Context: an optimization exercise on an open-source flow, tuned for small area and a short achievable clock period. The choices shown serve that exercise and are no tape-out recipe.
Only simulation tests tie the RTL to the original design; equivalence was not proved.
The clock input has no modelled driver; a real chip could not lean on it and would need a root buffer or a full tree.
Power is estimated from default activity; no workload was simulated.

## red
## alu
module alu #(parameter DATA_WIDTH = 32, OP = 3)
(
    input wire start,
    input wire clk,
    input wire reset_n,
    input wire [DATA_WIDTH - 1 : 0] A,
    input wire [DATA_WIDTH - 1 : 0] B,
    input wire [OP - 1 : 0] op,
    output wire [DATA_WIDTH - 1 : 0] result,
    output reg done
);
Size: about 1800 cells after synthesis, ~150 flip-flops.
clock: 9.5 ns
lec_check: 0
cap_margin: 20
core_margin: 2
core_utilization: 45
setup_slack_margin: 5
slew_margin: 20
synth_hierarchical: 1
synth_minimum_keep_size: 0
standard.sh (not shown) runs the stock make flow with config.mk's settings and CLKGATE_MAP_FILE= SYNTH_SCRIPT=/design/flow/synth_recipe.tcl, a recipe that flattens the netlist after the stock synthesis.
==> flow/flow/run.sh <==
#!/bin/bash
# The standard layout flow (standard.sh: ORFS with the standard flow's config and standard synthesis),
# with these changes:
#  - after floorplan, prep.tcl sets combinational cells to drive strength 1 (and gives
#    registers with a large fanout a stronger drive), so that the resizer, which sees the
#    placement, chooses the sizes;
#  - the ports are buffered with buf_2 cells (ORFS would pick clkdlybuf4s50_1 delay cells);
#  - the clock tree is two levels of clkbuf_16 buffers: 4 driven by the clock port, 8 leaf
#    buffers each at the centre of a group of registers (clock_tree.tcl, run by ORFS's cts
#    step in place of TritonCTS);
#  - repair_timing aims at a setup slack margin of 5.0 ns.
set -e
export BUFFER_PORTS_ARGS="-buffer_cell sky130_fd_sc_hd__buf_2"
export PRE_CTS_TCL=$(pwd)/flow/clock_tree.tcl
export CLK_GROUPS=8
export CLK_ROOTS=4
bash standard.sh SETUP_SLACK_MARGIN=5.0 floorplan > standard_floorplan.log 2>&1
ODB_IN=$(ls -d orfs/results/*/alu/base)/2_floorplan.odb FLOP_FANOUT=8 openroad -no_splash -exit flow/prep.tcl > prep.log 2>&1
bash standard.sh SETUP_SLACK_MARGIN=5.0 finish > standard.log 2>&1
==> flow/flow/prep.tcl <==
# Runs on the floorplan database, before placement:
#  1. every combinational cell that synthesis gave a larger drive strength is set back to
#     its drive-1 version; the resizer, which sees the placement, sizes cells afterwards;
#  2. registers whose output drives more than FLOP_FANOUT pins get the drive-4 version of
#     their cell (same cell type, larger drive strength).
read_db $::env(ODB_IN)
set db [ord::get_db]
set block [ord::get_db_block]
set n 0
set f 0
foreach inst [$block getInsts] {
  set m [$inst getMaster]
  set name [$m getName]
  if {[$m isSequential]} {
    if {[regexp {^(sky130_fd_sc_hd__dfxtp)_([0-9]+)$} $name -> base size]} {
      set q [$inst findITerm Q]
      set net [$q getNet]
      if {$net ne "NULL" && [llength [$net getITerms]] - 1 > $::env(FLOP_FANOUT)} {
        $inst swapMaster [$db findMaster ${base}_4]
        incr f
      }
    }
    continue
  }
  if {[regexp {^(sky130_fd_sc_hd__[a-z0-9]+)_([0-9]+)$} $name -> base size] && $size > 1} {
    if {[string match "*df*" $base] || [string match "*dl*" $base] || [string match "*clk*" $base]} { continue }
    set new [$db findMaster ${base}_1]
    if {$new ne "NULL"} { $inst swapMaster $new; incr n }
  }
}
puts "downsized $n instances, upsized $f registers"
write_db $::env(ODB_IN)
Other scripts of this flow, unchanged in this note and not shown: flow/flow/clock_tree.tcl
red has completed all stages; timing, DRC and antenna checks passed.
The following lists how blue was set up differently from red:
Settings: CORE_UTILIZATION now 55, was 45.
diff --git a/flow/flow/run.sh b/flow/flow/run.sh
--- a/flow/flow/run.sh
+++ b/flow/flow/run.sh
@@ -9,5 +9,5 @@
 #    buffers each at the centre of a group of registers (clock_tree.tcl, run by ORFS's cts
 #    step in place of TritonCTS);
-#  - repair_timing aims at a setup slack margin of 5.0 ns.
+#  - repair_timing aims at a setup slack margin of 5.1 ns.
 set -e
 export BUFFER_PORTS_ARGS="-buffer_cell sky130_fd_sc_hd__buf_2"
@@ -15,5 +15,5 @@
 export CLK_GROUPS=8
 export CLK_ROOTS=4
-bash standard.sh SETUP_SLACK_MARGIN=5.0 floorplan > standard_floorplan.log 2>&1
+bash standard.sh SETUP_SLACK_MARGIN=5.1 floorplan > standard_floorplan.log 2>&1
 ODB_IN=$(ls -d orfs/results/*/alu/base)/2_floorplan.odb FLOP_FANOUT=8 openroad -no_splash -exit flow/prep.tcl > prep.log 2>&1
-bash standard.sh SETUP_SLACK_MARGIN=5.0 finish > standard.log 2>&1
+bash standard.sh SETUP_SLACK_MARGIN=5.1 finish > standard.log 2>&1
==> comparison <==
- Fraction of area in registers across red and blue: no real change.
- Relative to red, area taken by flip-flops and latches has increased by about 0.44% in blue.
- From red to blue the numbers moved as follows: logic depth of the worst path, buffers included has decreased, routing usage on met2 now sits higher, final design instance area without fill stayed essentially flat, utilization higher, global-route wire length before repair -about 0.37%.
- Post-route minimum period (blue over red): decrease, 97 ps
Inputs modified between blue and green:
Settings: changing CORE_UTILIZATION from 55 to 45.
diff --git a/flow/flow/run.sh b/flow/flow/run.sh
--- a/flow/flow/run.sh
+++ b/flow/flow/run.sh
@@ -5,4 +5,5 @@
 #    registers with a large fanout a stronger drive), so that the resizer, which sees the
 #    placement, chooses the sizes;
+#    (prep.tcl also changes the full adders on the slowest paths to the faster fah_1 cell);
 #  - the ports are buffered with buf_2 cells (ORFS would pick clkdlybuf4s50_1 delay cells);
 #  - the clock tree is two levels of clkbuf_16 buffers: 4 driven by the clock port, 8 leaf
@@ -16,4 +17,6 @@
 export CLK_ROOTS=4
 bash standard.sh SETUP_SLACK_MARGIN=5.1 floorplan > standard_floorplan.log 2>&1
-ODB_IN=$(ls -d orfs/results/*/alu/base)/2_floorplan.odb FLOP_FANOUT=8 openroad -no_splash -exit flow/prep.tcl > prep.log 2>&1
+res=$(ls -d orfs/results/*/alu/base)
+ODB_IN=$res/2_floorplan.odb SDC_IN=$res/2_floorplan.sdc FLOP_FANOUT=8 FAH_WINDOW=0.3 FAH_ROUNDS=1 \
+  LIB_FILE=$FLOW_HOME/platforms/sky130hd/lib/sky130_fd_sc_hd__tt_025C_1v80.lib openroad -no_splash -exit flow/prep.tcl > prep.log 2>&1
 bash standard.sh SETUP_SLACK_MARGIN=5.1 finish > standard.log 2>&1
diff --git a/flow/flow/prep.tcl b/flow/flow/prep.tcl
--- a/flow/flow/prep.tcl
+++ b/flow/flow/prep.tcl
@@ -3,5 +3,7 @@
 #     its drive-1 version; the resizer, which sees the placement, sizes cells afterwards;
 #  2. registers whose output drives more than FLOP_FANOUT pins get the drive-4 version of
-#     their cell (same cell type, larger drive strength).
+#     their cell (same cell type, larger drive strength);
+#  3. the full adders (fa_1) on the slowest register-to-register paths are changed to the
+#     faster full-adder cell fah_1 (same function; its carry input pin is named CI).
 read_db $::env(ODB_IN)
 set db [ord::get_db]
@@ -30,3 +32,46 @@
 }
 puts "downsized $n instances, upsized $f registers"
+read_liberty $::env(LIB_FILE)
+read_sdc $::env(SDC_IN)
+proc fa_to_fah {inst} {
+  set block [ord::get_db_block]
+  set fahm [[ord::get_db] findMaster sky130_fd_sc_hd__fah_1]
+  set name [$inst getName]
+  set conns {}
+  foreach it [$inst getITerms] {
+    set net [$it getNet]
+    if {$net ne "NULL"} { lappend conns [[$it getMTerm] getName] $net }
+  }
+  odb::dbInst_destroy $inst
+  set new [odb::dbInst_create $block $fahm $name]
+  foreach {mt net} $conns {
+    if {$mt eq "CIN"} { set mt CI }
+    [$new findITerm $mt] connect $net
+  }
+}
+set window $::env(FAH_WINDOW)
+set rounds $::env(FAH_ROUNDS)
+set total 0
+for {set r 0} {$r < $rounds} {incr r} {
+  set fas {}
+  foreach inst [$block getInsts] {
+    if {[[$inst getMaster] getName] eq "sky130_fd_sc_hd__fa_1"} {
+      set nm [$inst getName]
+      set s [expr {min([get_property [get_pins $nm/SUM] slack_max], [get_property [get_pins $nm/COUT] slack_max])}]
+      lappend fas [list $s $inst]
+    }
+  }
+  if {[llength $fas] == 0} { break }
+  set fas [lsort -real -index 0 $fas]
+  set worst [lindex $fas 0 0]
+  set k 0
+  foreach e $fas {
+    if {[lindex $e 0] < $worst + $window} { fa_to_fah [lindex $e 1]; incr k }
+  }
+  incr total $k
+  puts "round $r: worst fa slack $worst, changed $k full adders"
+}
+puts "changed $total full adders to fah_1"
+report_checks -from [all_registers -clock_pins] -to [all_registers -data_pins] -format end
+report_design_area
 write_db $::env(ODB_IN)
Results
- Taking blue as the reference point, the combinational cell fraction of total power of green rises by 1.9 points.
- blue and green ended up with nearly the same worst-case setup margin in the final layout.
- Met2 usage in global routing (higher): blue
No run of this note takes its clock network from TritonCTS; it comes from the design's own scripts or RTL.

## port drivers added, routing unchanged
Ports are ideal in the flow. The routed layouts listed here were re-timed in OpenROAD.
Step 1 assumes that a clkbuf_16 drives the clock port and a buf_2 every other input.
Step 2 adds t to the input delays and takes it off the output delays; t is the mean of the earliest and latest rising clock arrival at the registers after step 1. Input paths then give back, and output paths get back, about the clock's delay inside the block.
Three values: ideal ports, drivers, drivers and shift; two values: the first two.
| run | t (ns) | setup WS [ns] | latest minus earliest clock arrival (ns) | slew at the worst register clock pin (ns) | worst data-port slew with drivers (ns) |
|---|---|---|---|---|---|
| red | 0.402 | 5.099 / 5.026 / 5.099 | 0.022 / 0.022 | 0.09 / 0.09 | 0.05 |
| blue | 0.402 | 5.196 / 5.078 / 5.259 | 0.036 / 0.037 | 0.10 / 0.10 | 0.05 |
| green | 0.419 | 5.196 / 5.069 / 5.258 | 0.036 / 0.036 | 0.11 / 0.11 | 0.05 |
After both steps every run listed still meets setup and hold.
